What follows belongs to an exercise in optimizing a design on an open flow for small area, a short achievable clock period and few clock cycles per item; a production flow would make more cautious choices.
In this exercise RTL edits were held to simulation tests only and were not proved equivalent to the original.
Power is estimated from default activity; no workload was simulated.

--- flow/flow/run.sh ---
#!/bin/bash
# Standard layout with two changes:
#  - the port buffers use the smallest buffer cell;
#  - after the standard synthesis, flow/flip_fa.py removes inverters around
#    full adders (a full adder is self-dual, so some adders take the
#    complements of their inputs instead); registers are not touched.
# Each step's output goes to its own log file in this folder.
set -euo pipefail
export BUFFER_PORTS_ARGS="-buffer_cell sky130_fd_sc_hd__buf_1"
RES=orfs/results/sky130hd/axis_gain_wrapper/base
bash standard.sh synth > synth_flow.log 2>&1
cp "$RES/1_2_yosys.v" synth_netlist_standard.v
python3 flow/flip_fa.py synth_netlist_standard.v "$RES/1_2_yosys.v" > flip_fa.log 2>&1
touch "$RES/1_2_yosys.v"
bash standard.sh > layout_flow.log 2>&1
--- flow/flow/flip_fa.py ---
#!/usr/bin/env python3
"""Post-synthesis clean-up of inverters around full adders.

A full adder is self-dual: FA(~a, ~b, ~c) = (~sum, ~cout). Synthesis often
leaves inverters between full adders. This script chooses a set of full
adders to "flip" (feed them the complements of their inputs; their outputs
then carry the complements of the original values) so that fewer signals
need an inverted copy, then rebuilds the inverters: one inverter per signal
that some input needs inverted. Registers and all other cells are left as
they are; the logic function of every register input and output port is
unchanged.

usage: flip_fa.py IN.v OUT.v
"""
import re, sys, collections

OUTP = {'X', 'Y', 'Q', 'Q_N', 'SUM', 'COUT', 'HI', 'LO'}

def is_inv(t):
    return re.match(r'sky130_fd_sc_hd__(inv|clkinv)_\d+$', t) is not None

def is_fa(t):
    return re.match(r'sky130_fd_sc_hd__fa_\d+$', t) is not None

def norm(n):
    return n.strip()

def emit_net(n):
    return n + ' ' if n.startswith('\\') else n

def main():
    src, dst = sys.argv[1], sys.argv[2]
    text = open(src).read()
    cell_re = re.compile(r'^  (sky130_fd_sc_hd__\w+) (\S+)\s+\((.*?)\n  \);\n', re.S | re.M)
    cells = []
    first = None; last = None
    for m in cell_re.finditer(text):
        if first is None: first = m.start()
        last = m.end()
        pins = [(p, norm(n)) for p, n in re.findall(r'\.(\w+)\(([^()]*)\)', m.group(3))]
        cells.append([m.group(1), m.group(2), pins])
    head, tail = text[:first], text[last:]
    assert tail.strip().startswith('endmodule'), 'unexpected netlist layout'
    assert 'assign' not in head and 'assign' not in tail, 'assign statements not handled'
    # port bits
    ports = set()
    for kind, rng, names in re.findall(r'^\s*(input|output|inout)\s*(\[[^\]]*\])?\s*([^;]*);', head, re.M):
        for nm in names.split(','):
            nm = nm.strip()
            if rng:
                hi, lo = [int(x) for x in rng[1:-1].split(':')]
                for b in range(min(hi, lo), max(hi, lo) + 1):
                    ports.add(f'{nm}[{b}]')
            ports.add(nm)
    drv = {}
    for i, (t, nm, pins) in enumerate(cells):
        for p, n in pins:
            if p in OUTP:
                drv[n] = (i, p)
    removable = [is_inv(t) and dict(pins)['Y'] not in ports for t, nm, pins in cells]
    fa = [is_fa(t) for t, nm, pins in cells]

    def root(n):
        par = 0
        while n in drv and removable[drv[n][0]]:
            n = dict(cells[drv[n][0]][2])['A']
            par ^= 1
        return n, par

    # consumer pins: (cell, pin index, root, parity)
    cons = collections.defaultdict(list)
    for i, (t, nm, pins) in enumerate(cells):
        if removable[i]: continue
        for k, (p, n) in enumerate(pins):
            if p in OUTP: continue
            r, q = root(n)
            cons[r].append((i, k, q))

    def rdrv(r):
        if r in drv and fa[drv[r][0]]:
            return drv[r][0]
        return None

    flip = [0] * len(cells)

    def need(r):
        d = rdrv(r)
        fd = flip[d] if d is not None else 0
        return any(q ^ fd ^ (flip[i] if fa[i] else 0) for i, k, q in cons[r])

    touch = collections.defaultdict(set)
    for r, lst in cons.items():
        for i, k, q in lst:
            touch[i].add(r)
        d = rdrv(r)
        if d is not None:
            touch[d].add(r)
    before = sum(need(r) for r in cons)
    improved = True
    while improved:
        improved = False
        for i in range(len(cells)):
            if not fa[i]: continue
            rs = touch[i]
            b = sum(need(r) for r in rs)
            flip[i] ^= 1
            a = sum(need(r) for r in rs)
            if a < b:
                improved = True
            else:
                flip[i] ^= 1
    after = sum(need(r) for r in cons)

    # the outputs of flipped adders now carry complemented values: rename them
    ren = {}
    for i in range(len(cells)):
        if flip[i]:
            for k, (p, n) in enumerate(cells[i][2]):
                if p in OUTP:
                    assert n not in ports
                    ren[n] = f'_ff{len(ren)}_'
                    cells[i][2][k] = (p, ren[n])
    # rebuild
    invnet = {}
    newcells = []
    wires = []
    for r in sorted(cons):
        if need(r):
            n = f'_fi{len(invnet)}_'
            invnet[r] = n
            wires.append(f'  wire {n};\n')
            newcells.append(f'  sky130_fd_sc_hd__inv_1 _fic{len(newcells)}_ (\n    .A({emit_net(ren.get(r, r))}),\n    .Y({n})\n  );\n')
    for r, lst in cons.items():
        d = rdrv(r)
        fd = flip[d] if d is not None else 0
        for i, k, q in lst:
            par = q ^ fd ^ (flip[i] if fa[i] else 0)
            p, n = cells[i][2][k]
            cells[i][2][k] = (p, invnet[r] if par else ren.get(r, r))
    # drop declarations of wires no cell uses any more (the removed inverters' outputs)
    used = set()
    for i, (t, nm, pins) in enumerate(cells):
        if removable[i]: continue
        for p, n in pins:
            used.add(n)
            used.add(re.sub(r'\[\d+\]$', '', n))
    def keep(line):
        m = re.match(r'^  wire (\S+) ?;$', line)
        if not m: return True
        return m.group(1) in used or m.group(1) in ports
    head = '\n'.join(l for l in head.split('\n') if keep(l))
    out = [head.rstrip('\n') + '\n']
    out.extend(wires)
    out.extend(f'  wire {n};\n' for n in ren.values())
    for i, (t, nm, pins) in enumerate(cells):
        if removable[i]: continue
        body = ',\n'.join(f'    .{p}({emit_net(n)})' for p, n in pins)
        out.append(f'  {t} {emit_net(nm)} (\n{body}\n  );\n')
    out.extend(newcells)
    out.append(tail)
    open(dst, 'w').write(''.join(out))
    nrem = sum(removable)
    sys.stderr.write(f'flip_fa: removed {nrem} inverters, added {len(newcells)}; '
                     f'flipped {sum(flip)} of {sum(fa)} full adders '
                     f'(inverted signals {before} -> {after})\n')

main()
--- flow/standard.sh ---
#!/bin/bash
# synth_recipe.tcl (not shown) runs the flow's synth.tcl, then flattens the netlist and writes it again
# the make line also repeats each setting of config.mk as NAME=value (left out here)
make -C /OpenROAD-flow-scripts/flow DESIGN_CONFIG=/design/flow/config.mk WORK_HOME=/design/flow/orfs CLKGATE_MAP_FILE= SYNTH_SCRIPT=/design/flow/synth_recipe.tcl "${@:-finish}"
--- flow/config.mk ---
export PLATFORM = sky130hd
export DESIGN_NAME = axis_gain_wrapper
export DESIGN_NICKNAME = axis_gain_wrapper
export VERILOG_FILES = /design/flow/design.v
export SDC_FILE = /design/flow/constraint.sdc
export NUM_CORES = 4
export LEC_CHECK = 0
export ABC_AREA = 1
export CAP_MARGIN = 20
export CORE_MARGIN = 2
export CORE_UTILIZATION = 40
export CTS_BUF_LIST = sky130_fd_sc_hd__clkbuf_4 sky130_fd_sc_hd__clkbuf_8
export SETUP_SLACK_MARGIN = 4.3
export SLEW_MARGIN = 20
--- flow/constraint.sdc ---
create_clock -name core_clock -period 8.0 [get_ports {aclk}]
set_input_delay 1.6000 -clock core_clock [delete_from_list [all_inputs] [get_ports {aclk}]]
set_output_delay 1.6000 -clock core_clock [all_outputs]
set_load 0.01 [all_outputs]
--- flow/design.v ---
`timescale 1ns / 1ps
module gain_core_s1 (
    input  wire [15:0] d,
    input  wire [23:0] bg,      
    output wire [19:0] ra,
    output wire [19:0] rb,
    output wire [2:0]  cin      
);
    wire neg0 = bg[2];
    wire two0 = bg[1];
    wire one0 = bg[0];
    wire neg1 = bg[5];
    wire two1 = bg[4];
    wire one1 = bg[3];
    wire neg2 = bg[8];
    wire two2 = bg[7];
    wire one2 = bg[6];
    wire neg3 = bg[11];
    wire two3 = bg[10];
    wire one3 = bg[9];
    wire neg4 = bg[14];
    wire two4 = bg[13];
    wire one4 = bg[12];
    wire neg5 = bg[17];
    wire two5 = bg[16];
    wire one5 = bg[15];
    wire neg6 = bg[20];
    wire two6 = bg[19];
    wire one6 = bg[18];
    wire neg7 = bg[23];
    wire two7 = bg[22];
    wire one7 = bg[21];
    wire [16:0] dx = {d[15], d};
    wire pp0_0 = (one0 & dx[0]) ^ neg0;
    wire pp0_1 = ((one0 & dx[1]) | (two0 & dx[0])) ^ neg0;
    wire pp0_2 = ((one0 & dx[2]) | (two0 & dx[1])) ^ neg0;
    wire pp0_3 = ((one0 & dx[3]) | (two0 & dx[2])) ^ neg0;
    wire pp0_4 = ((one0 & dx[4]) | (two0 & dx[3])) ^ neg0;
    wire pp0_5 = ((one0 & dx[5]) | (two0 & dx[4])) ^ neg0;
    wire pp0_6 = ((one0 & dx[6]) | (two0 & dx[5])) ^ neg0;
    wire pp0_7 = ((one0 & dx[7]) | (two0 & dx[6])) ^ neg0;
    wire pp0_8 = ((one0 & dx[8]) | (two0 & dx[7])) ^ neg0;
    wire pp0_9 = ((one0 & dx[9]) | (two0 & dx[8])) ^ neg0;
    wire pp0_10 = ((one0 & dx[10]) | (two0 & dx[9])) ^ neg0;
    wire pp0_11 = ((one0 & dx[11]) | (two0 & dx[10])) ^ neg0;
    wire pp0_12 = ((one0 & dx[12]) | (two0 & dx[11])) ^ neg0;
    wire pp0_13 = ((one0 & dx[13]) | (two0 & dx[12])) ^ neg0;
    wire pp0_14 = ((one0 & dx[14]) | (two0 & dx[13])) ^ neg0;
    wire pp0_15 = ((one0 & dx[15]) | (two0 & dx[14])) ^ neg0;
    wire pp0_16 = ~(((one0 & dx[16]) | (two0 & dx[15])) ^ neg0);
    wire pp1_0 = (one1 & dx[0]) ^ neg1;
    wire pp1_1 = ((one1 & dx[1]) | (two1 & dx[0])) ^ neg1;
    wire pp1_2 = ((one1 & dx[2]) | (two1 & dx[1])) ^ neg1;
    wire pp1_3 = ((one1 & dx[3]) | (two1 & dx[2])) ^ neg1;
    wire pp1_4 = ((one1 & dx[4]) | (two1 & dx[3])) ^ neg1;
    wire pp1_5 = ((one1 & dx[5]) | (two1 & dx[4])) ^ neg1;
    wire pp1_6 = ((one1 & dx[6]) | (two1 & dx[5])) ^ neg1;
    wire pp1_7 = ((one1 & dx[7]) | (two1 & dx[6])) ^ neg1;
    wire pp1_8 = ((one1 & dx[8]) | (two1 & dx[7])) ^ neg1;
    wire pp1_9 = ((one1 & dx[9]) | (two1 & dx[8])) ^ neg1;
    wire pp1_10 = ((one1 & dx[10]) | (two1 & dx[9])) ^ neg1;
    wire pp1_11 = ((one1 & dx[11]) | (two1 & dx[10])) ^ neg1;
    wire pp1_12 = ((one1 & dx[12]) | (two1 & dx[11])) ^ neg1;
    wire pp1_13 = ((one1 & dx[13]) | (two1 & dx[12])) ^ neg1;
    wire pp1_14 = ((one1 & dx[14]) | (two1 & dx[13])) ^ neg1;
    wire pp1_15 = ((one1 & dx[15]) | (two1 & dx[14])) ^ neg1;
    wire pp1_16 = ~(((one1 & dx[16]) | (two1 & dx[15])) ^ neg1);
    wire pp2_0 = (one2 & dx[0]) ^ neg2;
    wire pp2_1 = ((one2 & dx[1]) | (two2 & dx[0])) ^ neg2;
    wire pp2_2 = ((one2 & dx[2]) | (two2 & dx[1])) ^ neg2;
    wire pp2_3 = ((one2 & dx[3]) | (two2 & dx[2])) ^ neg2;
    wire pp2_4 = ((one2 & dx[4]) | (two2 & dx[3])) ^ neg2;
    wire pp2_5 = ((one2 & dx[5]) | (two2 & dx[4])) ^ neg2;
    wire pp2_6 = ((one2 & dx[6]) | (two2 & dx[5])) ^ neg2;
    wire pp2_7 = ((one2 & dx[7]) | (two2 & dx[6])) ^ neg2;
    wire pp2_8 = ((one2 & dx[8]) | (two2 & dx[7])) ^ neg2;
    wire pp2_9 = ((one2 & dx[9]) | (two2 & dx[8])) ^ neg2;
    wire pp2_10 = ((one2 & dx[10]) | (two2 & dx[9])) ^ neg2;
    wire pp2_11 = ((one2 & dx[11]) | (two2 & dx[10])) ^ neg2;
    wire pp2_12 = ((one2 & dx[12]) | (two2 & dx[11])) ^ neg2;
    wire pp2_13 = ((one2 & dx[13]) | (two2 & dx[12])) ^ neg2;
    wire pp2_14 = ((one2 & dx[14]) | (two2 & dx[13])) ^ neg2;
    wire pp2_15 = ((one2 & dx[15]) | (two2 & dx[14])) ^ neg2;
    wire pp2_16 = ~(((one2 & dx[16]) | (two2 & dx[15])) ^ neg2);
    wire pp3_0 = (one3 & dx[0]) ^ neg3;
    wire pp3_1 = ((one3 & dx[1]) | (two3 & dx[0])) ^ neg3;
    wire pp3_2 = ((one3 & dx[2]) | (two3 & dx[1])) ^ neg3;
    wire pp3_3 = ((one3 & dx[3]) | (two3 & dx[2])) ^ neg3;
    wire pp3_4 = ((one3 & dx[4]) | (two3 & dx[3])) ^ neg3;
    wire pp3_5 = ((one3 & dx[5]) | (two3 & dx[4])) ^ neg3;
    wire pp3_6 = ((one3 & dx[6]) | (two3 & dx[5])) ^ neg3;
    wire pp3_7 = ((one3 & dx[7]) | (two3 & dx[6])) ^ neg3;
    wire pp3_8 = ((one3 & dx[8]) | (two3 & dx[7])) ^ neg3;
    wire pp3_9 = ((one3 & dx[9]) | (two3 & dx[8])) ^ neg3;
    wire pp3_10 = ((one3 & dx[10]) | (two3 & dx[9])) ^ neg3;
    wire pp3_11 = ((one3 & dx[11]) | (two3 & dx[10])) ^ neg3;
    wire pp3_12 = ((one3 & dx[12]) | (two3 & dx[11])) ^ neg3;
    wire pp3_13 = ((one3 & dx[13]) | (two3 & dx[12])) ^ neg3;
    wire pp3_14 = ((one3 & dx[14]) | (two3 & dx[13])) ^ neg3;
    wire pp3_15 = ((one3 & dx[15]) | (two3 & dx[14])) ^ neg3;
    wire pp3_16 = ~(((one3 & dx[16]) | (two3 & dx[15])) ^ neg3);
    wire pp4_0 = (one4 & dx[0]) ^ neg4;
    wire pp4_1 = ((one4 & dx[1]) | (two4 & dx[0])) ^ neg4;
    wire pp4_2 = ((one4 & dx[2]) | (two4 & dx[1])) ^ neg4;
    wire pp4_3 = ((one4 & dx[3]) | (two4 & dx[2])) ^ neg4;
    wire pp4_4 = ((one4 & dx[4]) | (two4 & dx[3])) ^ neg4;
    wire pp4_5 = ((one4 & dx[5]) | (two4 & dx[4])) ^ neg4;
    wire pp4_6 = ((one4 & dx[6]) | (two4 & dx[5])) ^ neg4;
    wire pp4_7 = ((one4 & dx[7]) | (two4 & dx[6])) ^ neg4;
    wire pp4_8 = ((one4 & dx[8]) | (two4 & dx[7])) ^ neg4;
    wire pp4_9 = ((one4 & dx[9]) | (two4 & dx[8])) ^ neg4;
    wire pp4_10 = ((one4 & dx[10]) | (two4 & dx[9])) ^ neg4;
    wire pp4_11 = ((one4 & dx[11]) | (two4 & dx[10])) ^ neg4;
    wire pp4_12 = ((one4 & dx[12]) | (two4 & dx[11])) ^ neg4;
    wire pp4_13 = ((one4 & dx[13]) | (two4 & dx[12])) ^ neg4;
    wire pp4_14 = ((one4 & dx[14]) | (two4 & dx[13])) ^ neg4;
    wire pp4_15 = ((one4 & dx[15]) | (two4 & dx[14])) ^ neg4;
    wire pp4_16 = ~(((one4 & dx[16]) | (two4 & dx[15])) ^ neg4);
    wire pp5_0 = (one5 & dx[0]) ^ neg5;
    wire pp5_1 = ((one5 & dx[1]) | (two5 & dx[0])) ^ neg5;
    wire pp5_2 = ((one5 & dx[2]) | (two5 & dx[1])) ^ neg5;
    wire pp5_3 = ((one5 & dx[3]) | (two5 & dx[2])) ^ neg5;
    wire pp5_4 = ((one5 & dx[4]) | (two5 & dx[3])) ^ neg5;
    wire pp5_5 = ((one5 & dx[5]) | (two5 & dx[4])) ^ neg5;
    wire pp5_6 = ((one5 & dx[6]) | (two5 & dx[5])) ^ neg5;
    wire pp5_7 = ((one5 & dx[7]) | (two5 & dx[6])) ^ neg5;
    wire pp5_8 = ((one5 & dx[8]) | (two5 & dx[7])) ^ neg5;
    wire pp5_9 = ((one5 & dx[9]) | (two5 & dx[8])) ^ neg5;
    wire pp5_10 = ((one5 & dx[10]) | (two5 & dx[9])) ^ neg5;
    wire pp5_11 = ((one5 & dx[11]) | (two5 & dx[10])) ^ neg5;
    wire pp5_12 = ((one5 & dx[12]) | (two5 & dx[11])) ^ neg5;
    wire pp5_13 = ((one5 & dx[13]) | (two5 & dx[12])) ^ neg5;
    wire pp5_14 = ((one5 & dx[14]) | (two5 & dx[13])) ^ neg5;
    wire pp5_15 = ((one5 & dx[15]) | (two5 & dx[14])) ^ neg5;
    wire pp5_16 = ~(((one5 & dx[16]) | (two5 & dx[15])) ^ neg5);
    wire pp6_0 = (one6 & dx[0]) ^ neg6;
    wire pp6_1 = ((one6 & dx[1]) | (two6 & dx[0])) ^ neg6;
    wire pp6_2 = ((one6 & dx[2]) | (two6 & dx[1])) ^ neg6;
    wire pp6_3 = ((one6 & dx[3]) | (two6 & dx[2])) ^ neg6;
    wire pp6_4 = ((one6 & dx[4]) | (two6 & dx[3])) ^ neg6;
    wire pp6_5 = ((one6 & dx[5]) | (two6 & dx[4])) ^ neg6;
    wire pp6_6 = ((one6 & dx[6]) | (two6 & dx[5])) ^ neg6;
    wire pp6_7 = ((one6 & dx[7]) | (two6 & dx[6])) ^ neg6;
    wire pp6_8 = ((one6 & dx[8]) | (two6 & dx[7])) ^ neg6;
    wire pp6_9 = ((one6 & dx[9]) | (two6 & dx[8])) ^ neg6;
    wire pp6_10 = ((one6 & dx[10]) | (two6 & dx[9])) ^ neg6;
    wire pp6_11 = ((one6 & dx[11]) | (two6 & dx[10])) ^ neg6;
    wire pp6_12 = ((one6 & dx[12]) | (two6 & dx[11])) ^ neg6;
    wire pp6_13 = ((one6 & dx[13]) | (two6 & dx[12])) ^ neg6;
    wire pp6_14 = ((one6 & dx[14]) | (two6 & dx[13])) ^ neg6;
    wire pp6_15 = ((one6 & dx[15]) | (two6 & dx[14])) ^ neg6;
    wire pp6_16 = ~(((one6 & dx[16]) | (two6 & dx[15])) ^ neg6);
    wire pp7_0 = (one7 & dx[0]) ^ neg7;
    wire pp7_1 = ((one7 & dx[1]) | (two7 & dx[0])) ^ neg7;
    wire pp7_2 = ((one7 & dx[2]) | (two7 & dx[1])) ^ neg7;
    wire pp7_3 = ((one7 & dx[3]) | (two7 & dx[2])) ^ neg7;
    wire pp7_4 = ((one7 & dx[4]) | (two7 & dx[3])) ^ neg7;
    wire pp7_5 = ((one7 & dx[5]) | (two7 & dx[4])) ^ neg7;
    wire pp7_6 = ((one7 & dx[6]) | (two7 & dx[5])) ^ neg7;
    wire pp7_7 = ((one7 & dx[7]) | (two7 & dx[6])) ^ neg7;
    wire pp7_8 = ((one7 & dx[8]) | (two7 & dx[7])) ^ neg7;
    wire pp7_9 = ((one7 & dx[9]) | (two7 & dx[8])) ^ neg7;
    wire pp7_10 = ((one7 & dx[10]) | (two7 & dx[9])) ^ neg7;
    wire pp7_11 = ((one7 & dx[11]) | (two7 & dx[10])) ^ neg7;
    wire pp7_12 = ((one7 & dx[12]) | (two7 & dx[11])) ^ neg7;
    wire pp7_13 = ((one7 & dx[13]) | (two7 & dx[12])) ^ neg7;
    wire pp7_14 = ((one7 & dx[14]) | (two7 & dx[13])) ^ neg7;
    wire pp7_15 = ((one7 & dx[15]) | (two7 & dx[14])) ^ neg7;
    wire pp7_16 = ~(((one7 & dx[16]) | (two7 & dx[15])) ^ neg7);
    wire s1, c2;
    assign s1 = pp0_10 ^ pp1_8;
    assign c2 = pp0_10 & pp1_8;
    wire s3, c4;
    assign s3 = pp0_11 ^ pp1_9 ^ pp2_7;
    assign c4 = (pp0_11 & pp1_9) | (pp2_7 & (pp0_11 ^ pp1_9));
    wire s5, c6;
    assign s5 = pp0_12 ^ pp1_10 ^ pp2_8;
    assign c6 = (pp0_12 & pp1_10) | (pp2_8 & (pp0_12 ^ pp1_10));
    wire s7, c8;
    assign s7 = pp3_6 ^ pp4_4;
    assign c8 = pp3_6 & pp4_4;
    wire s9, c10;
    assign s9 = pp0_13 ^ pp1_11 ^ pp2_9;
    assign c10 = (pp0_13 & pp1_11) | (pp2_9 & (pp0_13 ^ pp1_11));
    wire s11, c12;
    assign s11 = pp3_7 ^ pp4_5;
    assign c12 = pp3_7 & pp4_5;
    wire s13, c14;
    assign s13 = pp0_14 ^ pp1_12 ^ pp2_10;
    assign c14 = (pp0_14 & pp1_12) | (pp2_10 & (pp0_14 ^ pp1_12));
    wire s15, c16;
    assign s15 = pp3_8 ^ pp4_6 ^ pp5_4;
    assign c16 = (pp3_8 & pp4_6) | (pp5_4 & (pp3_8 ^ pp4_6));
    wire s17, c18;
    assign s17 = pp6_2 ^ pp7_0;
    assign c18 = pp6_2 & pp7_0;
    wire s19, c20;
    assign s19 = pp0_15 ^ pp1_13 ^ pp2_11;
    assign c20 = (pp0_15 & pp1_13) | (pp2_11 & (pp0_15 ^ pp1_13));
    wire s21, c22;
    assign s21 = pp3_9 ^ pp4_7 ^ pp5_5;
    assign c22 = (pp3_9 & pp4_7) | (pp5_5 & (pp3_9 ^ pp4_7));
    wire s23, c24;
    assign s23 = pp6_3 ^ pp7_1;
    assign c24 = pp6_3 & pp7_1;
    wire s25, c26;
    assign s25 = pp0_16 ^ pp1_14 ^ pp2_12;
    assign c26 = (pp0_16 & pp1_14) | (pp2_12 & (pp0_16 ^ pp1_14));
    wire s27, c28;
    assign s27 = pp3_10 ^ pp4_8 ^ pp5_6;
    assign c28 = (pp3_10 & pp4_8) | (pp5_6 & (pp3_10 ^ pp4_8));
    wire s29, c30;
    assign s29 = pp6_4 ^ pp7_2 ^ 1'b1;
    assign c30 = (pp6_4 & pp7_2) | (1'b1 & (pp6_4 ^ pp7_2));
    wire s31, c32;
    assign s31 = pp1_15 ^ pp2_13 ^ pp3_11;
    assign c32 = (pp1_15 & pp2_13) | (pp3_11 & (pp1_15 ^ pp2_13));
    wire s33, c34;
    assign s33 = pp4_9 ^ pp5_7 ^ pp6_5;
    assign c34 = (pp4_9 & pp5_7) | (pp6_5 & (pp4_9 ^ pp5_7));
    wire s35, c36;
    assign s35 = pp7_3 ^ 1'b1;
    assign c36 = pp7_3 & 1'b1;
    wire s37, c38;
    assign s37 = pp1_16 ^ pp2_14 ^ pp3_12;
    assign c38 = (pp1_16 & pp2_14) | (pp3_12 & (pp1_16 ^ pp2_14));
    wire s39, c40;
    assign s39 = pp4_10 ^ pp5_8 ^ pp6_6;
    assign c40 = (pp4_10 & pp5_8) | (pp6_6 & (pp4_10 ^ pp5_8));
    wire s41, c42;
    assign s41 = pp2_15 ^ pp3_13 ^ pp4_11;
    assign c42 = (pp2_15 & pp3_13) | (pp4_11 & (pp2_15 ^ pp3_13));
    wire s43, c44;
    assign s43 = pp5_9 ^ pp6_7;
    assign c44 = pp5_9 & pp6_7;
    wire s45, c46;
    assign s45 = pp2_16 ^ pp3_14 ^ pp4_12;
    assign c46 = (pp2_16 & pp3_14) | (pp4_12 & (pp2_16 ^ pp3_14));
    wire s47, c48;
    assign s47 = pp3_15 ^ pp4_13;
    assign c48 = pp3_15 & pp4_13;
    wire s49, c50;
    assign s49 = pp0_6 ^ pp1_4;
    assign c50 = pp0_6 & pp1_4;
    wire s51, c52;
    assign s51 = pp0_7 ^ pp1_5;
    assign c52 = pp0_7 & pp1_5;
    wire s53, c54;
    assign s53 = pp0_8 ^ pp1_6 ^ pp2_4;
    assign c54 = (pp0_8 & pp1_6) | (pp2_4 & (pp0_8 ^ pp1_6));
    wire s55, c56;
    assign s55 = pp3_2 ^ pp4_0;
    assign c56 = pp3_2 & pp4_0;
    wire s57, c58;
    assign s57 = pp0_9 ^ pp1_7 ^ pp2_5;
    assign c58 = (pp0_9 & pp1_7) | (pp2_5 & (pp0_9 ^ pp1_7));
    wire s59, c60;
    assign s59 = pp3_3 ^ pp4_1;
    assign c60 = pp3_3 & pp4_1;
    wire s61, c62;
    assign s61 = s1 ^ pp2_6 ^ pp3_4;
    assign c62 = (s1 & pp2_6) | (pp3_4 & (s1 ^ pp2_6));
    wire s63, c64;
    assign s63 = pp4_2 ^ pp5_0 ^ neg5;
    assign c64 = (pp4_2 & pp5_0) | (neg5 & (pp4_2 ^ pp5_0));
    wire s65, c66;
    assign s65 = c2 ^ s3 ^ pp3_5;
    assign c66 = (c2 & s3) | (pp3_5 & (c2 ^ s3));
    wire s67, c68;
    assign s67 = pp4_3 ^ pp5_1 ^ 1'b1;
    assign c68 = (pp4_3 & pp5_1) | (1'b1 & (pp4_3 ^ pp5_1));
    wire s69, c70;
    assign s69 = c4 ^ s5 ^ s7;
    assign c70 = (c4 & s5) | (s7 & (c4 ^ s5));
    wire s71, c72;
    assign s71 = pp5_2 ^ pp6_0 ^ neg6;
    assign c72 = (pp5_2 & pp6_0) | (neg6 & (pp5_2 ^ pp6_0));
    wire s73, c74;
    assign s73 = c6 ^ c8 ^ s9;
    assign c74 = (c6 & c8) | (s9 & (c6 ^ c8));
    wire s75, c76;
    assign s75 = s11 ^ pp5_3 ^ pp6_1;
    assign c76 = (s11 & pp5_3) | (pp6_1 & (s11 ^ pp5_3));
    wire s77, c78;
    assign s77 = c10 ^ c12 ^ s13;
    assign c78 = (c10 & c12) | (s13 & (c10 ^ c12));
    wire s79, c80;
    assign s79 = s15 ^ s17 ^ neg7;
    assign c80 = (s15 & s17) | (neg7 & (s15 ^ s17));
    wire s81, c82;
    assign s81 = c14 ^ c16 ^ c18;
    assign c82 = (c14 & c16) | (c18 & (c14 ^ c16));
    wire s83, c84;
    assign s83 = s19 ^ s21 ^ s23;
    assign c84 = (s19 & s21) | (s23 & (s19 ^ s21));
    wire s85, c86;
    assign s85 = c20 ^ c22 ^ c24;
    assign c86 = (c20 & c22) | (c24 & (c20 ^ c22));
    wire s87, c88;
    assign s87 = s25 ^ s27 ^ s29;
    assign c88 = (s25 & s27) | (s29 & (s25 ^ s27));
    wire s89, c90;
    assign s89 = c26 ^ c28 ^ c30;
    assign c90 = (c26 & c28) | (c30 & (c26 ^ c28));
    wire s91, c92;
    assign s91 = s31 ^ s33 ^ s35;
    assign c92 = (s31 & s33) | (s35 & (s31 ^ s33));
    wire s93, c94;
    assign s93 = c32 ^ c34 ^ c36;
    assign c94 = (c32 & c34) | (c36 & (c32 ^ c34));
    wire s95, c96;
    assign s95 = s37 ^ s39 ^ pp7_4;
    assign c96 = (s37 & s39) | (pp7_4 & (s37 ^ s39));
    wire s97, c98;
    assign s97 = c38 ^ c40 ^ s41;
    assign c98 = (c38 & c40) | (s41 & (c38 ^ c40));
    wire s99, c100;
    assign s99 = s43 ^ pp7_5 ^ 1'b1;
    assign c100 = (s43 & pp7_5) | (1'b1 & (s43 ^ pp7_5));
    wire s101, c102;
    assign s101 = c42 ^ c44 ^ s45;
    assign c102 = (c42 & c44) | (s45 & (c42 ^ c44));
    wire s103, c104;
    assign s103 = pp5_10 ^ pp6_8 ^ pp7_6;
    assign c104 = (pp5_10 & pp6_8) | (pp7_6 & (pp5_10 ^ pp6_8));
    wire s105, c106;
    assign s105 = c46 ^ s47 ^ pp5_11;
    assign c106 = (c46 & s47) | (pp5_11 & (c46 ^ s47));
    wire s107, c108;
    assign s107 = pp6_9 ^ pp7_7 ^ 1'b1;
    assign c108 = (pp6_9 & pp7_7) | (1'b1 & (pp6_9 ^ pp7_7));
    wire s109, c110;
    assign s109 = c48 ^ pp3_16 ^ pp4_14;
    assign c110 = (c48 & pp3_16) | (pp4_14 & (c48 ^ pp3_16));
    wire s111, c112;
    assign s111 = pp5_12 ^ pp6_10 ^ pp7_8;
    assign c112 = (pp5_12 & pp6_10) | (pp7_8 & (pp5_12 ^ pp6_10));
    wire s113, c114;
    assign s113 = pp4_15 ^ pp5_13 ^ pp6_11;
    assign c114 = (pp4_15 & pp5_13) | (pp6_11 & (pp4_15 ^ pp5_13));
    wire s115, c116;
    assign s115 = pp7_9 ^ 1'b1;
    assign c116 = pp7_9 & 1'b1;
    wire s117, c118;
    assign s117 = pp4_16 ^ pp5_14 ^ pp6_12;
    assign c118 = (pp4_16 & pp5_14) | (pp6_12 & (pp4_16 ^ pp5_14));
    wire s119, c120;
    assign s119 = pp5_15 ^ pp6_13;
    assign c120 = pp5_15 & pp6_13;
    wire s121, c122;
    assign s121 = pp0_4 ^ pp1_2;
    assign c122 = pp0_4 & pp1_2;
    wire s123, c124;
    assign s123 = pp0_5 ^ pp1_3;
    assign c124 = pp0_5 & pp1_3;
    wire s125, c126;
    assign s125 = s49 ^ pp2_2 ^ pp3_0;
    assign c126 = (s49 & pp2_2) | (pp3_0 & (s49 ^ pp2_2));
    wire s127, c128;
    assign s127 = c50 ^ s51 ^ pp2_3;
    assign c128 = (c50 & s51) | (pp2_3 & (c50 ^ s51));
    wire s129, c130;
    assign s129 = c52 ^ s53 ^ s55;
    assign c130 = (c52 & s53) | (s55 & (c52 ^ s53));
    wire s131, c132;
    assign s131 = c54 ^ c56 ^ s57;
    assign c132 = (c54 & c56) | (s57 & (c54 ^ c56));
    wire s133, c134;
    assign s133 = c58 ^ c60 ^ s61;
    assign c134 = (c58 & c60) | (s61 & (c58 ^ c60));
    wire s135, c136;
    assign s135 = c62 ^ c64 ^ s65;
    assign c136 = (c62 & c64) | (s65 & (c62 ^ c64));
    wire s137, c138;
    assign s137 = c66 ^ c68 ^ s69;
    assign c138 = (c66 & c68) | (s69 & (c66 ^ c68));
    wire s139, c140;
    assign s139 = c70 ^ c72 ^ s73;
    assign c140 = (c70 & c72) | (s73 & (c70 ^ c72));
    wire s141, c142;
    assign s141 = c74 ^ c76 ^ s77;
    assign c142 = (c74 & c76) | (s77 & (c74 ^ c76));
    wire s143, c144;
    assign s143 = c78 ^ c80 ^ s81;
    assign c144 = (c78 & c80) | (s81 & (c78 ^ c80));
    wire s145, c146;
    assign s145 = c82 ^ c84 ^ s85;
    assign c146 = (c82 & c84) | (s85 & (c82 ^ c84));
    wire s147, c148;
    assign s147 = c86 ^ c88 ^ s89;
    assign c148 = (c86 & c88) | (s89 & (c86 ^ c88));
    wire s149, c150;
    assign s149 = c90 ^ c92 ^ s93;
    assign c150 = (c90 & c92) | (s93 & (c90 ^ c92));
    wire s151, c152;
    assign s151 = c94 ^ c96 ^ s97;
    assign c152 = (c94 & c96) | (s97 & (c94 ^ c96));
    wire s153, c154;
    assign s153 = c98 ^ c100 ^ s101;
    assign c154 = (c98 & c100) | (s101 & (c98 ^ c100));
    wire s155, c156;
    assign s155 = c102 ^ c104 ^ s105;
    assign c156 = (c102 & c104) | (s105 & (c102 ^ c104));
    wire s157, c158;
    assign s157 = c106 ^ c108 ^ s109;
    assign c158 = (c106 & c108) | (s109 & (c106 ^ c108));
    wire s159, c160;
    assign s159 = c110 ^ c112 ^ s113;
    assign c160 = (c110 & c112) | (s113 & (c110 ^ c112));
    wire s161, c162;
    assign s161 = c114 ^ c116 ^ s117;
    assign c162 = (c114 & c116) | (s117 & (c114 ^ c116));
    wire s163, c164;
    assign s163 = c118 ^ s119 ^ pp7_11;
    assign c164 = (c118 & s119) | (pp7_11 & (c118 ^ s119));
    wire s165, c166;
    assign s165 = c120 ^ pp5_16 ^ pp6_14;
    assign c166 = (c120 & pp5_16) | (pp6_14 & (c120 ^ pp5_16));
    wire s167, c168;
    assign s167 = pp6_15 ^ pp7_13;
    assign c168 = pp6_15 & pp7_13;
    wire s169, c170;
    assign s169 = pp0_2 ^ pp1_0;
    assign c170 = pp0_2 & pp1_0;
    wire s171, c172;
    assign s171 = pp0_3 ^ pp1_1;
    assign c172 = pp0_3 & pp1_1;
    wire s173, c174;
    assign s173 = s121 ^ pp2_0 ^ neg2;
    assign c174 = (s121 & pp2_0) | (neg2 & (s121 ^ pp2_0));
    wire s175, c176;
    assign s175 = c122 ^ s123 ^ pp2_1;
    assign c176 = (c122 & s123) | (pp2_1 & (c122 ^ s123));
    wire s177, c178;
    assign s177 = c124 ^ s125 ^ neg3;
    assign c178 = (c124 & s125) | (neg3 & (c124 ^ s125));
    wire s179, c180;
    assign s179 = c126 ^ s127 ^ pp3_1;
    assign c180 = (c126 & s127) | (pp3_1 & (c126 ^ s127));
    wire s181, c182;
    assign s181 = c128 ^ s129 ^ neg4;
    assign c182 = (c128 & s129) | (neg4 & (c128 ^ s129));
    wire s183, c184;
    assign s183 = c130 ^ s131 ^ s59;
    assign c184 = (c130 & s131) | (s59 & (c130 ^ s131));
    wire s185, c186;
    assign s185 = c132 ^ s133 ^ s63;
    assign c186 = (c132 & s133) | (s63 & (c132 ^ s133));
    wire s187, c188;
    assign s187 = c134 ^ s135 ^ s67;
    assign c188 = (c134 & s135) | (s67 & (c134 ^ s135));
    wire s189, c190;
    assign s189 = c136 ^ s137 ^ s71;
    assign c190 = (c136 & s137) | (s71 & (c136 ^ s137));
    wire s191, c192;
    assign s191 = c138 ^ s139 ^ s75;
    assign c192 = (c138 & s139) | (s75 & (c138 ^ s139));
    wire s193, c194;
    assign s193 = c140 ^ s141 ^ s79;
    assign c194 = (c140 & s141) | (s79 & (c140 ^ s141));
    wire s195, c196;
    assign s195 = c142 ^ s143 ^ s83;
    assign c196 = (c142 & s143) | (s83 & (c142 ^ s143));
    wire s197, c198;
    assign s197 = c144 ^ s145 ^ s87;
    assign c198 = (c144 & s145) | (s87 & (c144 ^ s145));
    wire s199, c200;
    assign s199 = c146 ^ s147 ^ s91;
    assign c200 = (c146 & s147) | (s91 & (c146 ^ s147));
    wire s201, c202;
    assign s201 = c148 ^ s149 ^ s95;
    assign c202 = (c148 & s149) | (s95 & (c148 ^ s149));
    wire s203, c204;
    assign s203 = c150 ^ s151 ^ s99;
    assign c204 = (c150 & s151) | (s99 & (c150 ^ s151));
    wire s205, c206;
    assign s205 = c152 ^ s153 ^ s103;
    assign c206 = (c152 & s153) | (s103 & (c152 ^ s153));
    wire s207, c208;
    assign s207 = c154 ^ s155 ^ s107;
    assign c208 = (c154 & s155) | (s107 & (c154 ^ s155));
    wire s209, c210;
    assign s209 = c156 ^ s157 ^ s111;
    assign c210 = (c156 & s157) | (s111 & (c156 ^ s157));
    wire s211, c212;
    assign s211 = c158 ^ s159 ^ s115;
    assign c212 = (c158 & s159) | (s115 & (c158 ^ s159));
    wire s213, c214;
    assign s213 = c160 ^ s161 ^ pp7_10;
    assign c214 = (c160 & s161) | (pp7_10 & (c160 ^ s161));
    wire s215, c216;
    assign s215 = c162 ^ s163 ^ 1'b1;
    assign c216 = (c162 & s163) | (1'b1 & (c162 ^ s163));
    wire s217, c218;
    assign s217 = c164 ^ s165 ^ pp7_12;
    assign c218 = (c164 & s165) | (pp7_12 & (c164 ^ s165));
    wire s219, c220;
    assign s219 = c166 ^ s167 ^ 1'b1;
    assign c220 = (c166 & s167) | (1'b1 & (c166 ^ s167));
    wire s221, c222;
    assign s221 = c168 ^ pp6_16 ^ pp7_14;
    assign c222 = (c168 & pp6_16) | (pp7_14 & (c168 ^ pp6_16));
    wire s223, c224;
    assign s223 = pp7_15 ^ 1'b1;
    assign c224 = pp7_15 & 1'b1;
    wire [11:0] la = {c186, c184, c182, c180, c178, c176, c174, c172, c170, s169, pp0_1, pp0_0};
    wire [11:0] lb = {s187, s185, s183, s181, s179, s177, s175, s173, s171, neg1, 1'b0, neg0};
    wire lgi0 = la[0] & lb[0];
    wire lpi0 = la[0] ^ lb[0];
    wire lgi1 = la[1] & lb[1];
    wire lpi1 = la[1] ^ lb[1];
    wire lgi2 = la[2] & lb[2];
    wire lpi2 = la[2] ^ lb[2];
    wire lgi3 = la[3] & lb[3];
    wire lpi3 = la[3] ^ lb[3];
    wire lgi4 = la[4] & lb[4];
    wire lpi4 = la[4] ^ lb[4];
    wire lgi5 = la[5] & lb[5];
    wire lpi5 = la[5] ^ lb[5];
    wire lgi6 = la[6] & lb[6];
    wire lpi6 = la[6] ^ lb[6];
    wire lgi7 = la[7] & lb[7];
    wire lpi7 = la[7] ^ lb[7];
    wire qgu0_1 = lgi1 | (lpi1 & lgi0);
    wire qgu0_3 = lgi3 | (lpi3 & lgi2);
    wire qpu0_3 = lpi3 & lpi2;
    wire qgu0_5 = lgi5 | (lpi5 & lgi4);
    wire qpu0_5 = lpi5 & lpi4;
    wire qgu0_7 = lgi7 | (lpi7 & lgi6);
    wire qpu0_7 = lpi7 & lpi6;
    wire qgu1_3 = qgu0_3 | (qpu0_3 & qgu0_1);
    wire qgu1_7 = qgu0_7 | (qpu0_7 & qgu0_5);
    wire qpu1_7 = qpu0_7 & qpu0_5;
    wire qgu2_7 = qgu1_7 | (qpu1_7 & qgu1_3);
    wire qgd4_5 = qgu0_5 | (qpu0_5 & qgu1_3);
    wire qgd5_2 = lgi2 | (lpi2 & qgu0_1);
    wire qgd5_4 = lgi4 | (lpi4 & qgu1_3);
    wire qgd5_6 = lgi6 | (lpi6 & qgd4_5);
    assign cin[0] = qgu2_7;
    wire [3:0] lg = la[11:8] & lb[11:8];
    wire [3:0] lp = la[11:8] ^ lb[11:8];
    assign cin[1] = lg[3] | (lp[3] & lg[2]) | (lp[3] & lp[2] & lg[1]) | (lp[3] & lp[2] & lp[1] & lg[0]);
    assign cin[2] = &lp;
    assign ra = {1'b1, c224, c222, c220, c218, c216, c214, c212, c210, c208, c206, c204, c202, c200, c198, c196, c194, c192, c190, c188};
    assign rb = {1'b0, pp7_16, s223, s221, s219, s217, s215, s213, s211, s209, s207, s205, s203, s201, s199, s197, s195, s193, s191, s189};
endmodule
module gain_recode (
    input  wire [15:0] g,
    output wire [23:0] bg
);
    assign bg[2] = g[1];
    assign bg[1] = ((g[1] & ~g[0] & ~1'b0) | (~g[1] & g[0] & 1'b0));
    assign bg[0] = (g[0] ^ 1'b0);
    assign bg[5] = g[3];
    assign bg[4] = ((g[3] & ~g[2] & ~g[1]) | (~g[3] & g[2] & g[1]));
    assign bg[3] = (g[2] ^ g[1]);
    assign bg[8] = g[5];
    assign bg[7] = ((g[5] & ~g[4] & ~g[3]) | (~g[5] & g[4] & g[3]));
    assign bg[6] = (g[4] ^ g[3]);
    assign bg[11] = g[7];
    assign bg[10] = ((g[7] & ~g[6] & ~g[5]) | (~g[7] & g[6] & g[5]));
    assign bg[9] = (g[6] ^ g[5]);
    assign bg[14] = g[9];
    assign bg[13] = ((g[9] & ~g[8] & ~g[7]) | (~g[9] & g[8] & g[7]));
    assign bg[12] = (g[8] ^ g[7]);
    assign bg[17] = g[11];
    assign bg[16] = ((g[11] & ~g[10] & ~g[9]) | (~g[11] & g[10] & g[9]));
    assign bg[15] = (g[10] ^ g[9]);
    assign bg[20] = g[13];
    assign bg[19] = ((g[13] & ~g[12] & ~g[11]) | (~g[13] & g[12] & g[11]));
    assign bg[18] = (g[12] ^ g[11]);
    assign bg[23] = g[15];
    assign bg[22] = ((g[15] & ~g[14] & ~g[13]) | (~g[15] & g[14] & g[13]));
    assign bg[21] = (g[14] ^ g[13]);
endmodule
module gain_core_s2 (
    input  wire [19:0] ra,
    input  wire [19:0] rb,
    input  wire [2:0]  cin,
    output wire [15:0] data_o
);
    wire c = cin[1] | (cin[2] & cin[0]);
    wire g0 = ra[0] & rb[0];
    wire p0 = ra[0] ^ rb[0];
    wire g1 = ra[1] & rb[1];
    wire p1 = ra[1] ^ rb[1];
    wire g2 = ra[2] & rb[2];
    wire p2 = ra[2] ^ rb[2];
    wire g3 = ra[3] & rb[3];
    wire p3 = ra[3] ^ rb[3];
    wire g4 = ra[4] & rb[4];
    wire p4 = ra[4] ^ rb[4];
    wire g5 = ra[5] & rb[5];
    wire p5 = ra[5] ^ rb[5];
    wire g6 = ra[6] & rb[6];
    wire p6 = ra[6] ^ rb[6];
    wire g7 = ra[7] & rb[7];
    wire p7 = ra[7] ^ rb[7];
    wire g8 = ra[8] & rb[8];
    wire p8 = ra[8] ^ rb[8];
    wire g9 = ra[9] & rb[9];
    wire p9 = ra[9] ^ rb[9];
    wire g10 = ra[10] & rb[10];
    wire p10 = ra[10] ^ rb[10];
    wire g11 = ra[11] & rb[11];
    wire p11 = ra[11] ^ rb[11];
    wire g12 = ra[12] & rb[12];
    wire p12 = ra[12] ^ rb[12];
    wire g13 = ra[13] & rb[13];
    wire p13 = ra[13] ^ rb[13];
    wire g14 = ra[14] & rb[14];
    wire p14 = ra[14] ^ rb[14];
    wire g15 = ra[15] & rb[15];
    wire p15 = ra[15] ^ rb[15];
    wire g16 = ra[16] & rb[16];
    wire p16 = ra[16] ^ rb[16];
    wire g17 = ra[17] & rb[17];
    wire p17 = ra[17] ^ rb[17];
    wire g18 = ra[18] & rb[18];
    wire p18 = ra[18] ^ rb[18];
    wire g19 = ra[19] & rb[19];
    wire p19 = ra[19] ^ rb[19];
    wire kgu0_1 = g0 | (p0 & c);
    wire kgu0_3 = g2 | (p2 & g1);
    wire kpu0_3 = p2 & p1;
    wire kgu0_5 = g4 | (p4 & g3);
    wire kpu0_5 = p4 & p3;
    wire kgu0_7 = g6 | (p6 & g5);
    wire kpu0_7 = p6 & p5;
    wire kgu0_9 = g8 | (p8 & g7);
    wire kpu0_9 = p8 & p7;
    wire kgu0_11 = g10 | (p10 & g9);
    wire kpu0_11 = p10 & p9;
    wire kgu0_13 = g12 | (p12 & g11);
    wire kpu0_13 = p12 & p11;
    wire kgu0_15 = g14 | (p14 & g13);
    wire kpu0_15 = p14 & p13;
    wire kgu0_17 = g16 | (p16 & g15);
    wire kpu0_17 = p16 & p15;
    wire kgu0_19 = g18 | (p18 & g17);
    wire kpu0_19 = p18 & p17;
    wire kgu1_3 = kgu0_3 | (kpu0_3 & kgu0_1);
    wire kgu1_7 = kgu0_7 | (kpu0_7 & kgu0_5);
    wire kpu1_7 = kpu0_7 & kpu0_5;
    wire kgu1_11 = kgu0_11 | (kpu0_11 & kgu0_9);
    wire kpu1_11 = kpu0_11 & kpu0_9;
    wire kgu1_15 = kgu0_15 | (kpu0_15 & kgu0_13);
    wire kpu1_15 = kpu0_15 & kpu0_13;
    wire kgu1_19 = kgu0_19 | (kpu0_19 & kgu0_17);
    wire kpu1_19 = kpu0_19 & kpu0_17;
    wire kgu2_7 = kgu1_7 | (kpu1_7 & kgu1_3);
    wire kgu2_15 = kgu1_15 | (kpu1_15 & kgu1_11);
    wire kpu2_15 = kpu1_15 & kpu1_11;
    wire kgu3_15 = kgu2_15 | (kpu2_15 & kgu2_7);
    wire kgd7_11 = kgu1_11 | (kpu1_11 & kgu2_7);
    wire kgd7_19 = kgu1_19 | (kpu1_19 & kgu3_15);
    wire kgd8_5 = kgu0_5 | (kpu0_5 & kgu1_3);
    wire kgd8_9 = kgu0_9 | (kpu0_9 & kgu2_7);
    wire kgd8_13 = kgu0_13 | (kpu0_13 & kgd7_11);
    wire kgd8_17 = kgu0_17 | (kpu0_17 & kgu3_15);
    wire kgd9_2 = g1 | (p1 & kgu0_1);
    wire kgd9_4 = g3 | (p3 & kgu1_3);
    wire kgd9_6 = g5 | (p5 & kgd8_5);
    wire kgd9_8 = g7 | (p7 & kgu2_7);
    wire kgd9_10 = g9 | (p9 & kgd8_9);
    wire kgd9_12 = g11 | (p11 & kgd7_11);
    wire kgd9_14 = g13 | (p13 & kgd8_13);
    wire kgd9_16 = g15 | (p15 & kgu3_15);
    wire kgd9_18 = g17 | (p17 & kgd8_17);
    wire kgd9_20 = g19 | (p19 & kgd7_19);
    wire [19:0] r;
    assign r[0] = p0 ^ c;
    assign r[1] = p1 ^ kgu0_1;
    assign r[2] = p2 ^ kgd9_2;
    assign r[3] = p3 ^ kgu1_3;
    assign r[4] = p4 ^ kgd9_4;
    assign r[5] = p5 ^ kgd8_5;
    assign r[6] = p6 ^ kgd9_6;
    assign r[7] = p7 ^ kgu2_7;
    assign r[8] = p8 ^ kgd9_8;
    assign r[9] = p9 ^ kgd8_9;
    assign r[10] = p10 ^ kgd9_10;
    assign r[11] = p11 ^ kgd7_11;
    assign r[12] = p12 ^ kgd9_12;
    assign r[13] = p13 ^ kgd8_13;
    assign r[14] = p14 ^ kgd9_14;
    assign r[15] = p15 ^ kgu3_15;
    assign r[16] = p16 ^ kgd9_16;
    assign r[17] = p17 ^ kgd8_17;
    assign r[18] = p18 ^ kgd9_18;
    assign r[19] = p19 ^ kgd7_19;
    wire ovf = ~(&r[19:15] | ~|r[19:15]);
    assign data_o = ovf ? {r[19], {15{~r[19]}}} : r[15:0];
endmodule
module gain_core (
    input  wire [15:0] data_i,
    input  wire [15:0] gain_i,
    output wire [15:0] data_o
);
    wire [19:0] ra, rb;
    wire [2:0] cin;
    wire [23:0] bg;
    gain_recode  u_rc (.g(gain_i), .bg(bg));
    gain_core_s1 u_s1 (.d(data_i), .bg(bg), .ra(ra), .rb(rb), .cin(cin));
    gain_core_s2 u_s2 (.ra(ra), .rb(rb), .cin(cin), .data_o(data_o));
endmodule
`timescale 1ns / 1ps
module axis_gain_wrapper #(
    parameter integer C_S_AXI_DATA_WIDTH = 32,
    parameter integer C_S_AXI_ADDR_WIDTH = 4,
    parameter integer AUDIO_WIDTH        = 16,
    parameter integer GAIN_FBITS         = 12
)(
    input  wire aclk,
    input  wire aresetn,
    input  wire [31:0] s_axis_tdata,
    input  wire        s_axis_tlast,
    input  wire        s_axis_tvalid,
    output wire        s_axis_tready,
    output wire [31:0] m_axis_tdata,
    output wire        m_axis_tlast,
    output wire        m_axis_tvalid,
    input  wire        m_axis_tready,
    input  wire [C_S_AXI_ADDR_WIDTH-1:0] s_axi_awaddr,
    input  wire                          s_axi_awvalid,
    output wire                          s_axi_awready,
    input  wire [C_S_AXI_DATA_WIDTH-1:0] s_axi_wdata,
    input  wire [3:0]                    s_axi_wstrb,
    input  wire                          s_axi_wvalid,
    output wire                          s_axi_wready,
    output wire [1:0]                    s_axi_bresp,
    output reg                           s_axi_bvalid,
    input  wire                          s_axi_bready,
    input  wire [C_S_AXI_ADDR_WIDTH-1:0] s_axi_araddr,
    input  wire                          s_axi_arvalid,
    output wire                          s_axi_arready,
    output reg  [C_S_AXI_DATA_WIDTH-1:0] s_axi_rdata,
    output wire [1:0]                    s_axi_rresp,
    output reg                           s_axi_rvalid,
    input  wire                          s_axi_rready
);
    reg [31:0] reg_control;
    reg [31:0] reg_gain_l;
    reg [31:0] reg_gain_r;
    reg        wack;       
    reg [1:0]  rsel;       
    assign s_axi_awready = wack;
    assign s_axi_wready  = wack;
    assign s_axi_bresp   = 2'b00;
    assign s_axi_rresp   = 2'b00;
    assign s_axi_arready = !s_axi_rvalid;
    wire wgo = s_axi_awvalid && s_axi_wvalid && !wack && !s_axi_bvalid && !s_axi_rvalid;
    wire [1:0] addr_w = s_axi_awaddr[3:2];
    wire [31:0] wd_ctl = s_axi_wdata & {32{aresetn}};
    wire [31:0] wd_gn  = {wd_ctl[31:13], s_axi_wdata[12] | !aresetn, wd_ctl[11:0]};
    wire we_ctl = (wgo && addr_w == 2'd0) || !aresetn;
    wire we_gl  = (wgo && addr_w == 2'd1) || !aresetn;
    wire we_gr  = (wgo && addr_w == 2'd2) || !aresetn;
    always @(posedge aclk) begin
        if (we_ctl) reg_control <= wd_ctl;
        if (we_gl)  reg_gain_l  <= wd_gn;
        if (we_gr)  reg_gain_r  <= wd_gn;
    end
    always @(posedge aclk) begin
        if (!aresetn) begin
            wack         <= 1'b0;
            s_axi_bvalid <= 1'b0;
        end else begin
            wack <= wgo;
            if (wack)
                s_axi_bvalid <= 1'b1;
            else if (s_axi_bready)
                s_axi_bvalid <= 1'b0;
        end
    end
    wire rgo = s_axi_arvalid && !s_axi_rvalid;
    always @(posedge aclk) begin
        if (!aresetn) begin
            s_axi_rvalid <= 1'b0;
        end else begin
            if (rgo)
                s_axi_rvalid <= 1'b1;
            else if (s_axi_rready)
                s_axi_rvalid <= 1'b0;
        end
    end
    always @(posedge aclk) begin
        if (rgo) rsel <= s_axi_araddr[3:2];
    end
    always @* begin
        case (rsel)
            2'd0:    s_axi_rdata = reg_control;
            2'd1:    s_axi_rdata = reg_gain_l;
            2'd2:    s_axi_rdata = reg_gain_r;
            default: s_axi_rdata = 32'b0;
        endcase
    end
    reg        v0, l0;
    reg [31:0] d0;
    reg [23:0] b0l, b0r;              
    reg        v1, l1;
    reg [19:0] ral, rbl, rar, rbr;    
    reg [2:0]  cil, cir;      
    reg        v2, l2;
    reg [31:0] o2;
    wire ce = m_axis_tready || !v2;
    assign s_axis_tready = ce;
    assign m_axis_tvalid = v2;
    assign m_axis_tlast  = l2;
    assign m_axis_tdata  = o2;
    wire [15:0] gl = reg_control[0] ? reg_gain_l[15:0] : 16'h1000;
    wire [15:0] gr = reg_control[0] ? reg_gain_r[15:0] : 16'h1000;
    wire [23:0] bgl, bgr;
    gain_recode u_rc_l (.g(gl), .bg(bgl));
    gain_recode u_rc_r (.g(gr), .bg(bgr));
    wire [19:0] ral_d, rbl_d, rar_d, rbr_d;
    wire [2:0]  cil_d, cir_d;
    wire [15:0] ol_d, or_d;
    gain_core_s1 u_s1_l (.d(d0[15:0]),  .bg(b0l), .ra(ral_d), .rb(rbl_d), .cin(cil_d));
    gain_core_s1 u_s1_r (.d(d0[31:16]), .bg(b0r), .ra(rar_d), .rb(rbr_d), .cin(cir_d));
    gain_core_s2 u_s2_l (.ra(ral), .rb(rbl), .cin(cil), .data_o(ol_d));
    gain_core_s2 u_s2_r (.ra(rar), .rb(rbr), .cin(cir), .data_o(or_d));
    always @(posedge aclk) begin
        if (ce) begin
            d0  <= s_axis_tdata;
            l0  <= s_axis_tlast;
            b0l <= bgl;
            b0r <= bgr;
            ral <= ral_d;
            rbl <= rbl_d;
            cil <= cil_d;
            rar <= rar_d;
            rbr <= rbr_d;
            cir <= cir_d;
            l1  <= l0;
            o2  <= {or_d, ol_d};
            l2  <= l1;
        end
    end
    always @(posedge aclk) begin
        if (!aresetn) begin
            v0 <= 1'b0;
            v1 <= 1'b0;
            v2 <= 1'b0;
        end else if (ce) begin
            v0 <= s_axis_tvalid;
            v1 <= v0;
            v2 <= v1;
        end
    end
endmodule
==> reports/results.env, run 1 <==
OUTCOME='complete, no violations'
ROUTE.ANTENNA.REMAINING_NETS=0
WL_ON_MET1_UM=23600
CAP_VIOL_MAX_COUNT=0
CLK_TRANSITION_REPORTED_PATHS_PS=60
DETAIL_ROUTE.DRC_VIOLATIONS=0
GLOBALROUTETOTALUTIL_PCT=19.6
POWER_DENSITY_mW_PER_MM2=326
NUMNETS_FINAL=2590
ACHIEVABLE-FREQUENCY_MHz=262
COREAREA_MM2=0.0548
P_TOTAL_mW=8.22
CRIT_PATH_END_KIND='output pin'
P_LEAK_nW=11.2
FINAL_CRITICAL_PATH_SETUP_SLACK_PS=4190
DETAILED_ROUTE_WIRE_LENGTH_UM=56100
PIN_COUNT_OF_THE_BIGGEST_NET_ENTERING_GLOBAL_ROUTING=143
TIMING.CRITICAL_PATH.CELLS='buf_6, nor2_4, clkinvlp_4, buf_6'
CRIT_PATH_MAX_FANOUT=2
DRT-INITIAL-DRC-COUNT=1339
TNS_PS=0
FLOW.AREA_GROWTH_FROM_SYNTHESIS_PCT=14.3
SLEW_HEADROOM_PCT=45.5
IO_PINS=162
CTS_ROOT_BUF='clkbuf_8'
MULTI_INPUT_COMB_AREA_MM2=0.0116
DRIVE_GT1_SHARE_PCT=11.9
DIEWIDTH_UM=239
FLOORPLAN.DIE_AREA_MM2=0.0570
GRT_OVERFLOW=0
WEIGHTED_CONGESTION_AT_THE_END_OF_ROUTABILITY_DRIVEN_GLOBAL_PLACEMENT=0.904
DETAIL_ROUTE.WL_PER_CELL_UM=19.0
RSZ_0062_RAISED_AFTER_GLOBAL_ROUTING='yes'
R2R_SLACK_PS=4210
PLACE.DETAILED.HPWL_UM=38200
PLACE_WORST_SETUP_SLACK_PS=3600
FIRSTDRTPASSITERS=5
SYNTH_AREA_PER_CELL_UM2=10.8
CHIPHEIGHT_UM=239
WORST-SETUP-PATH-TYPE='in -> out'
MET3ROUTEDLENGTH_UM=5030
FINAL.PERIOD_UTILIZATION_PCT=47.6
GRT_PASS1_VIAS=16100
FILL_CELLS=4996
CTS_BUFFER_DEPTH=3
WORST_R2R_STARTPOINT='b0r[0]$_DFFE_PP_'
CTS.SINK_COUNT=301
WORST_PATH_MAX_STAGE_DELAY_PS=210
CRITICAL_PATH.ENDPOINT='s_axis_tready'
CTS_INSERTED_BUFFERS=53
FINAL-SETUP-VIOL-COUNT=0
SYN_INST=2032
CTSHTREEMAXLEVEL=2
IRDROPWORSTVDD_mV=0.130
CRITICAL_PATH.SLOWEST_CELL='clkinvlp_4'
CRITICAL_PATH.STARTPOINT='m_axis_tready'
CLKLATENCYLATEPIN_PS=640
AVERAGE_VIA_COUNT_PER_STANDARD_CELL=5.29
NUMBER_OF_PORT_BUFFERS=149
FINALHOLDWORSTSLACK_PS=416
SEQUENTIAL_CELL_AREA_MM2=0.00898
CTS_TREE='built'
VIAS=15600
WORSTREGTOREGCELLS=11
CP_COMMON_CELL='buf_6'
ANTENNA_FOUND_INITIAL=4
CELL_AREA_AFTER_SYNTHESIS_MM2=0.0220
FINALMAXSLEWVIOLATIONS=0
FINCLKSKEW_PS=44.1
TOP_LAYER_USED='met5'
WORSTSETUPSTARTPOINTTYPE='input port'
FINAL.MIN_CLOCK_PERIOD_PS=3810
GRT_PASS1_WL_UM=87600
CRITPATHARRIVALTIME_PS=2210
CRIT_REQUIRED_PS=6400
FLOORPLAN.INITIALDENSITY_PCT=40.2
R2R-END='cir[1]$_DFFE_PP_'
CTS_HOLD_BUFFERS=0
REPORT.FINAL.HOLD_VIOL_COUNT=0
WL_MET2_UM=25100
NUMBER_OF_CORE_ROWS=86
YOSYS_WARN_COUNT=1
HOLD_PATH_CLASS='reg -> reg'
TIGHTEST_SLEW_PS=818
[per-stage QoR]
step	util (%)	instances	instance area [um2]
3_3_place_gp	42.2	2784	23100
3_5_place_dp	42.2	2784	23100
2_1_floorplan	-	2035	22100
4_1_cts	45.4	2933	24900
6_report	46.0	2958	25200
5_1_grt	46.0	2957	25200
[flip-flops by register name, summed over array words and instances (netlist names), 2 cells and up]
name	flops
ral	19
rar	19
reg_control	32
cir	3
cil	3
reg_gain_r	32
reg_gain_l	32
b0l	24
rsel	2
o2	32
rbr	19
rbl	19
d0	32
b0r	24
[layout make-up]
type / instances / share of cell area [%]
Antenna cell: 1 / 0.00993
Clock buffer: 68 / 3.34
Clock inverter: 24 / 0.735
Inverter: 346 / 5.58
Multi-Input combinational cell: 1279 / 45.9
Sequential cell: 301 / 35.6
Tap cell: 704 / 3.50
Timing Repair Buffer: 235 / 5.31
[critical path, delay by kind of cell]
| family | cells | cell delay [ps] |
|---|---|---|
| and+or+nand+nor | 1 | 100 |
| buffers and inverters | 3 | 500 |
[cell usage in the layout (no fill, tap or decap), types with 4 or more instances in the layout]
cell type   instances
inv_1             317
edfxtp_1          295
xor2_1            274
o22ai_1           231
nand2_1           196
fa_1              182
buf_1             127
ha_1               99
buf_4              82
nand3_1            63
clkbuf_8           53
o21ai_0            39
clkinvlp_4         30
a21oi_1            30
o211ai_1           23
nor2_1             17
clkbuf_4           15
clkinv_1           14
nand4_1            13
nand2_2            10
xnor2_1            10
clkbuf_2            8
buf_2               8
a31oi_1             7
o31ai_1             7
o22ai_2             7
a22oi_1             6
dfxtp_1             6
o21bai_1            5
o221ai_4            5
o21a_1              5
nand3_2             4
nor3_1              4
or2_4               4
o221ai_1            4
fa_2                4
conb_1              4
clkinv_2            4
buf_6               4
buf_12              4
[report_power, final]
| part | leakage, nW | internal [mW] | total, mW | switching, mW |
|---|---|---|---|---|
| combinational | 7.46 | 1.78 | 4.21 | 2.42 |
| sequential | 3.18 | 2.41 | 2.60 | 0.191 |
| clock | 0.531 | 0.778 | 1.41 | 0.634 |
| total | 11.2 | 4.97 | 8.22 | 3.25 |
[metal layers]
metal  vias up  global-route usage (%)
li1       7266                       -
met2       680                    30.6
met3       147                    5.21
met1      7535                    25.5
met4         6                    8.90
met5         -                       0
[worst min-delay path by stage]
| stage | to | cells after the start | from | slack (ps) |
|---|---|---|---|---|
| floorplan | l1$_DFFE_PP_ | 0 | l0$_DFFE_PP_ | 400 |
| global placement | l1$_DFFE_PP_ | 0 | l0$_DFFE_PP_ | 410 |
| detailed placement | l1$_DFFE_PP_ | 0 | l0$_DFFE_PP_ | 400 |
| CTS | l2$_DFFE_PP_ | 0 | l1$_DFFE_PP_ | 420 |
| global route | l2$_DFFE_PP_ | 0 | l1$_DFFE_PP_ | 440 |
| finish | l2$_DFFE_PP_ | 0 | l1$_DFFE_PP_ | 420 |
[what timing repair did]
item,4_1_cts,5_1_grt
pin swaps,8,10
setup buffers,54,22
endpoints found under the setup margin,72,70
gates cloned,3,2
gates resized for setup,64,38
Testbench counts, summed over its fixed seeds: cycles 16,480, samples 16,384.
==> inputs of run 2 (changes only) <==
--- a/flow/flow/run.sh
+++ b/flow/flow/run.sh
@@ -2,4 +2,5 @@
 # Standard layout with two changes:
 #  - the port buffers use the smallest buffer cell;
+#  - m_axis_tready and s_axis_tready sit next to each other (flow/io.tcl);
 #  - after the standard synthesis, flow/flip_fa.py removes inverters around
 #    full adders (a full adder is self-dual, so some adders take the
@@ -8,4 +9,5 @@
 set -euo pipefail
 export BUFFER_PORTS_ARGS="-buffer_cell sky130_fd_sc_hd__buf_1"
+export IO_CONSTRAINTS="$PWD/flow/io.tcl"
 RES=orfs/results/sky130hd/axis_gain_wrapper/base
 bash standard.sh synth > synth_flow.log 2>&1
==> flow/flow/io.tcl (new file) <==
# Keep the two ready pins of the stream side by side: s_axis_tready is a
# combinational function of m_axis_tready (the only input-to-output path).
set_io_pin_constraint -group -order -pin_names {m_axis_tready s_axis_tready}
==> run 2 against run 1 <==
Compared with the run above: still clean; synthesized cell count stayed put; die area stayed put; non-clock buffer count rose by 3; via count increased by 0.38%; highest routed layer unchanged.
==> reports/results.env, run 2 <==
GRT_PASS1_WL_UM=89500  # +2.2%
CRIT_PATH_END_KIND='register'
OUTCOME='complete, no violations'
NUMNETS_FINAL=2594  # +0.15%
SLEW_HEADROOM_PCT=41.0  # -4.4 points
CTS_INSERTED_BUFFERS=54  # +1.9%
COREAREA_MM2=0.0548  # unchanged
FINCLKSKEW_PS=35.2  # -8.85 ps
CLKLATENCYLATEPIN_PS=660  # +20 ps
DETAIL_ROUTE.WL_PER_CELL_UM=19.2  # +1.4%
PIN_COUNT_OF_THE_BIGGEST_NET_ENTERING_GLOBAL_ROUTING=61  # -57%
DRIVE_GT1_SHARE_PCT=12.4  # +0.52 points
WORSTSETUPSTARTPOINTTYPE='register'
NUMBER_OF_PORT_BUFFERS=149  # unchanged
POWER_DENSITY_mW_PER_MM2=329  # +0.73%
FLOORPLAN.INITIALDENSITY_PCT=40.2  # unchanged
IO_PINS=162  # unchanged
VIAS=15700  # +0.38%
FINAL_CORE_UTILIZATION_PCT=46.2  # +0.24 points
REPORT.FINAL.HOLD_VIOL_COUNT=0  # unchanged
CTS.SINK_COUNT=301  # unchanged
DRT-INITIAL-DRC-COUNT=1270  # -5.2%
GLOBALROUTETOTALUTIL_PCT=20.0  # +0.41 points
CTS_TREE='built'
DETAILED_ROUTE_WIRE_LENGTH_UM=57000  # +1.7%
CTSHTREEMAXLEVEL=2  # unchanged
YOSYS_WARN_COUNT=1  # unchanged
HOLD_PATH_CLASS='reg -> reg'
TIGHTEST_SLEW_PS=884  # +66.6 ps
CAP_VIOL_MAX_COUNT=0  # unchanged
FINALMAXSLEWVIOLATIONS=0  # unchanged
SYN_INST=2032  # unchanged
FINAL-SETUP-VIOL-COUNT=0  # unchanged
P_TOTAL_mW=8.32  # +1.3%
GRT_PASS1_VIAS=16200  # +0.61%
SYNTH_AREA_PER_CELL_UM2=10.8  # unchanged
ANTENNA_FOUND_INITIAL=7  # +3
IRDROPWORSTVDD_mV=0.141  # +8.3%
TNS_PS=0  # unchanged
FLOW.AREA_GROWTH_FROM_SYNTHESIS_PCT=14.9
NUMBER_OF_CORE_ROWS=86  # unchanged
CTS_ROOT_BUF='clkbuf_8'
LAYOUT_COMMONEST_CELL='inv_1'
MULTI_INPUT_COMB_AREA_MM2=0.0116  # +0.12%
CRIT_PATH_MAX_FANOUT=4  # +2
CTS_HOLD_BUFFERS=0  # unchanged
WORST-SETUP-PATH-TYPE='reg -> reg'
FLOORPLAN.DIE_AREA_MM2=0.0570  # unchanged
SEQUENTIAL_CELL_AREA_MM2=0.00898  # unchanged
-- run 2: cell types whose count changed in the layout (fill, tap and decap cells not counted), moves of 4 or more --
cell,before,now
clkbuf_4,15,22
buf_2,8,2
clkinvlp_4,30,34
buf_1,127,138
clkinv_1,14,7
inv_1,317,311
-- run 2: final timing paths --
check              startpoint               end  cells past startpoint
max reg2reg  b0l[3]$_DFFE_PP_  cil[1]$_DFFE_PP_                     11
min reg2reg      l1$_DFFE_PP_      l2$_DFFE_PP_                      0
min              l1$_DFFE_PP_      l2$_DFFE_PP_                      0
max          b0l[3]$_DFFE_PP_  cil[1]$_DFFE_PP_                     11
-- run 2: stage by stage --
stage	area, um2	std cells	setup slack [ps]
6_report	25300	2969	4240
5_1_grt	25300	2968	4110
4_1_cts	25000	2946	4300
3_5_place_dp	23100	2785	3580
3_3_place_gp	23100	2785	3600
2_1_floorplan	22100	2035	2460
-- run 2: area by class of cell --
type                            instances  area share, %
Clock buffer                           77           3.64
Clock inverter                         22          0.805
Antenna cell                            2         0.0198
Tap cell                              704           3.48
Timing Repair Buffer                  238           5.27
Timing Repair inverter                  1         0.0198
Multi-Input combinational cell       1278           45.7
Sequential cell                       301           35.4
Inverter                              346           5.61
-- run 2: per-layer routing --
| layer | global-route usage (%) | wire, um | vias to the layer above |
|---|---|---|---|
| li1 | - | - | 7283 |
| met1 | 26.2 | 24100 | 7599 |
| met2 | 31.2 | 25800 | 644 |
| met3 | 5.21 | 4720 | 157 |
| met4 | 9.03 | 2310 | 10 |
| met5 | 0 | 61 | - |
-- run 2: where the power goes --
group          internal (mW)  switching (mW)  total [mW]
clock                  0.845           0.657        1.50
sequential              2.41           0.195        2.60
combinational           1.78            2.44        4.21
-- run 2: timing repair --
action                                  4_1_cts  5_1_grt
buffers inserted                             58       19
pin swaps                                     7       13
gates resized for setup                      48       46
gates cloned                                  4        2
endpoints found under the setup margin       73       56
-- run 2: critical path: stages (launching register included) --
cell	delay (ps)
edfxtp_1	430
clkinvlp_4	180
o22ai_2	180
xor2_1	190
fa_1	470
inv_1	100
fa_1	440
fa_1	460
fa_1	570
ha_4	230
a21oi_1	150
nand3_1	100

[port drivers added, routing unchanged]
How much do the figures lean on ideal ports? The routed layouts below were timed once more, with nothing changed but the port constraints. Step 1: set_driving_cell puts a clkbuf_16 on aclk and a buf_2 on each other input, an assumption about the parent block. Step 2 also shifts input and output timing later by t, the mid clock arrival at the registers, as if the neighbouring blocks saw the same clock. Three values: ideal ports, drivers, drivers and shift; two values: the first two.
run	shift t [ns]	slack for setup (ns)	hold slack, ns	worst setup path after step 2	latest minus earliest clock arrival (ns)
run 1	0.669	4.188 / 4.151 / 4.117	0.416 / 0.416 / 0.416	input to register	0.044 / 0.044
run 2	0.697	4.244 / 4.244 / 4.244	0.422 / 0.422 / 0.422	register to register	0.041 / 0.041
After both steps setup and hold are still met in every run listed. The setup slack of run 1, which loses most, moves by -0.037 ns with the drivers and by -0.071 ns with both steps.
